This design comes from an exercise in tuning for a short achievable clock period and few clock cycles on the open sky130 flow, not from production work. The flow treats the clock pin as an ideal source, which a real chip does not have.

Setup of juniper:
// MY32CPU_top
module MY32CPU_top(
	input CLK,
	input RST,
	output [4:0] imem_addr,
	input [31:0] imem_data,
	output reg_we,
	output [4:0] reg_waddr,
	output [31:0] reg_wdata,
	output mem_we,
	output [4:0] mem_addr,
	output [31:0] mem_wdata,
	output [9:0] LEDR
);
	integer i, j;
	reg rst_q;
	reg [31:0] R [1:15];    
	reg [31:0] M [0:31];    
	reg [15:0] nz;          
	reg [9:0]  led;         
	reg [31:0] C  [0:31];   
	reg [12:0] PD [0:31];   
	function [12:0] predecode(input [31:0] w);
		reg isbr, isr, issw, islw, wr;
		reg [4:0] dest;
		begin
			isbr = (w[31:26] == 6'b000111);
			isr  = (w[31:26] == 6'b000000);
			issw = (w[31:26] == 6'b101011);
			islw = (w[31:26] == 6'b100011);
			dest = isr ? w[15:11] : w[20:16];
			wr   = ~isbr & ~issw;
			predecode = {isbr, isr, issw, islw,
			             isr & ((w[5:0] == 6'b101011) | (w[5:0] == 6'b100100)),
			             isr & (w[5:0] == 6'b100101),
  ...
Settings: LEC_CHECK=0, ABC_CLOCK_PERIOD_IN_PS=1500, CAP_MARGIN=20, CORE_MARGIN=2, CORE_UTILIZATION=40, PLACE_DENSITY=0.6, SLEW_MARGIN=20; clock period 11.0 ns.
standard.sh (not shown) runs the stock make flow with config.mk's settings and CLKGATE_MAP_FILE= SYNTH_SCRIPT=/design/flow/synth_recipe.tcl, a recipe that flattens the netlist after the stock synthesis.
==> flow/flow/run.sh <==
#!/bin/bash
# Standard ORFS layout (the standard.sh), with timing repair aiming at a setup slack
# margin well above the default so that the layout is optimised for a short achieved period,
# and extra repair passes after CTS (flow/post_cts.tcl). The SDC is the standard flow's.
set -euo pipefail
MARGIN=${MARGIN:-7.35}
bash standard.sh SETUP_SLACK_MARGIN=$MARGIN POST_CTS_TCL=$PWD/flow/post_cts.tcl finish > make_finish.log 2>&1
==> flow/flow/post_cts.tcl <==
# Extra setup repair passes after CTS, with rising margins: a single pass tends to stop at
# the first endpoint it cannot improve. The SDC is the standard flow's; only the repair targets change.
foreach m {7.2 7.3 7.4 7.45} {
  repair_timing -setup -setup_margin $m -repair_tns 100 -skip_last_gasp -match_cell_footprint
}
detailed_placement
check_placement -verbose
global routing: juniper exited with error
Input changes introduced in willow (baseline for comparison: juniper):
--- a/flow/design.v
+++ b/flow/design.v
@@ -15,29 +15,12 @@
 	reg rst_q;
 	reg [31:0] R [1:15];    
 	reg [31:0] M [0:31];    
 	reg [15:0] nz;          
 	reg [9:0]  led;         
 	reg [31:0] C  [0:31];   
-	reg [12:0] PD [0:31];   
-	function [12:0] predecode(input [31:0] w);
-		reg isbr, isr, issw, islw, wr;
-		reg [4:0] dest;
-		begin
-			isbr = (w[31:26] == 6'b000111);
-			isr  = (w[31:26] == 6'b000000);
-			issw = (w[31:26] == 6'b101011);
-			islw = (w[31:26] == 6'b100011);
-			dest = isr ? w[15:11] : w[20:16];
-			wr   = ~isbr & ~issw;
-			predecode = {isbr, isr, issw, islw,
-			             isr & ((w[5:0] == 6'b101011) | (w[5:0] == 6'b100100)),
-			             isr & (w[5:0] == 6'b100101),
-			             wr, wr & (dest != 5'd0) & ~dest[4], dest};
-		end
-	endfunction
 	reg [4:0]  T  [0:31];   
 	reg [31:0] V;           
 	reg [31:0] BR;          
 	reg [31:0] PT;          
 	reg [4:0]  NX [0:31];   
 	reg [31:0] NH;          
@@ -112,25 +95,25 @@
 	wire       fp2   = QP2[pc];
 	wire [4:0] f_next = h0 ? NX[pc] : pc1;
 	wire       f_hasbr = fbub | fold1;
 	wire [4:0] f_brs1  = fbub ? rs0 : rs1;
 	wire [4:0] f_alt1  = fbub ? (fp1 ? pc1 : t0) : (fp1 ? pc2 : t1);
 	wire [4:0] f_alt2  = fp2 ? pc3 : t2;
-	wire [12:0] m_pd = predecode(imem_data);
-	wire [12:0] f_pd = h0 ? PD[pc] : m_pd;
-	wire f_isbr = f_pd[12];
-	wire f_isr  = f_pd[11];
-	wire f_issw = f_pd[10];
-	wire f_islw = f_pd[9];
-	wire f_sub  = f_pd[8];
-	wire f_or   = f_pd[7];
-	wire f_wr   = f_pd[6];
-	wire f_wreg = f_pd[5];
-	wire [4:0] f_dest = f_pd[4:0];
+	wire [5:0] f_op   = i0[31:26];
+	wire [5:0] f_fn   = i0[5:0];
+	wire f_isbr = (f_op == 6'b000111);
+	wire f_isr  = (f_op == 6'b000000);
+	wire f_issw = (f_op == 6'b101011);
+	wire f_islw = (f_op == 6'b100011);
+	wire [4:0] f_dest = f_isr ? i0[15:11] : i0[20:16];
+	wire f_wr   = ~f_isbr & ~f_issw;
+	wire f_wreg = f_wr & (f_dest != 5'd0) & ~f_dest[4];
 	wire f_mbr  = f_isbr & ~f_hasbr;          
 	wire [4:0] f_b1s = f_mbr ? i0[25:21] : f_brs1;
+	wire f_sub  = f_isr & ((f_fn == 6'b101011) | (f_fn == 6'b100100));
+	wire f_or   = f_isr & (f_fn == 6'b100101);
 	reg        d_valid;
 	reg [31:0] d_inst;
 	reg [4:0]  d_pc;
 	reg        d_fbr, d_pred1, d_br2, d_pred2;
 	reg [15:0] d_rsoh, d_rtoh;
 	reg [4:0]  d_brs1, d_alt1, d_brs2, d_alt2;
@@ -267,13 +250,12 @@
 	end
 	always @(posedge CLK) begin
 		fp_pc <= pc;
 		fp_inst <= imem_data;
 		if (fp_v) begin
 			C[fp_pc] <= fp_inst;
-			PD[fp_pc] <= predecode(fp_inst);
 			BR[fp_pc] <= (fp_inst[31:26] == 6'b000111);
 			PT[fp_pc] <= (fp_inst[25:21] != 5'd0) & ~fp_inst[25];
 			T[fp_pc] <= fp_pc + fp_inst[4:0];
 		end
 		for (i = 0; i < 32; i = i + 1) NX[i] <= n_nx[i];
 		NH <= n_nh;
Notes after the runs:
As of willow, number of enable flip-flop cells after synthesis had fallen by a few percent compared to juniper.
| chip height | higher: juniper |
Compared juniper against willow; per-instance average area after synthesis within noise.
willow — number of synthesized register bits 1.8% lower, juniper as reference
Seen in the log of willow: GRT-0232 during global routing, after which the run never completed.
Compared with juniper, in willow cell area after placement now sits lower; netlist area before placement fell 1.3%; compound-gate portion of the synthesized area went up by 0.29 points; final estimated routing congestion in global placement went up 4.1%.
Summary of willow over juniper: cell count after synthesis down 1.3%, mux share of post-synthesis cell area flat, share of the yosys chip area belonging to registers down 0.55 points.
No functional check of the RTL was part of any run of this note.
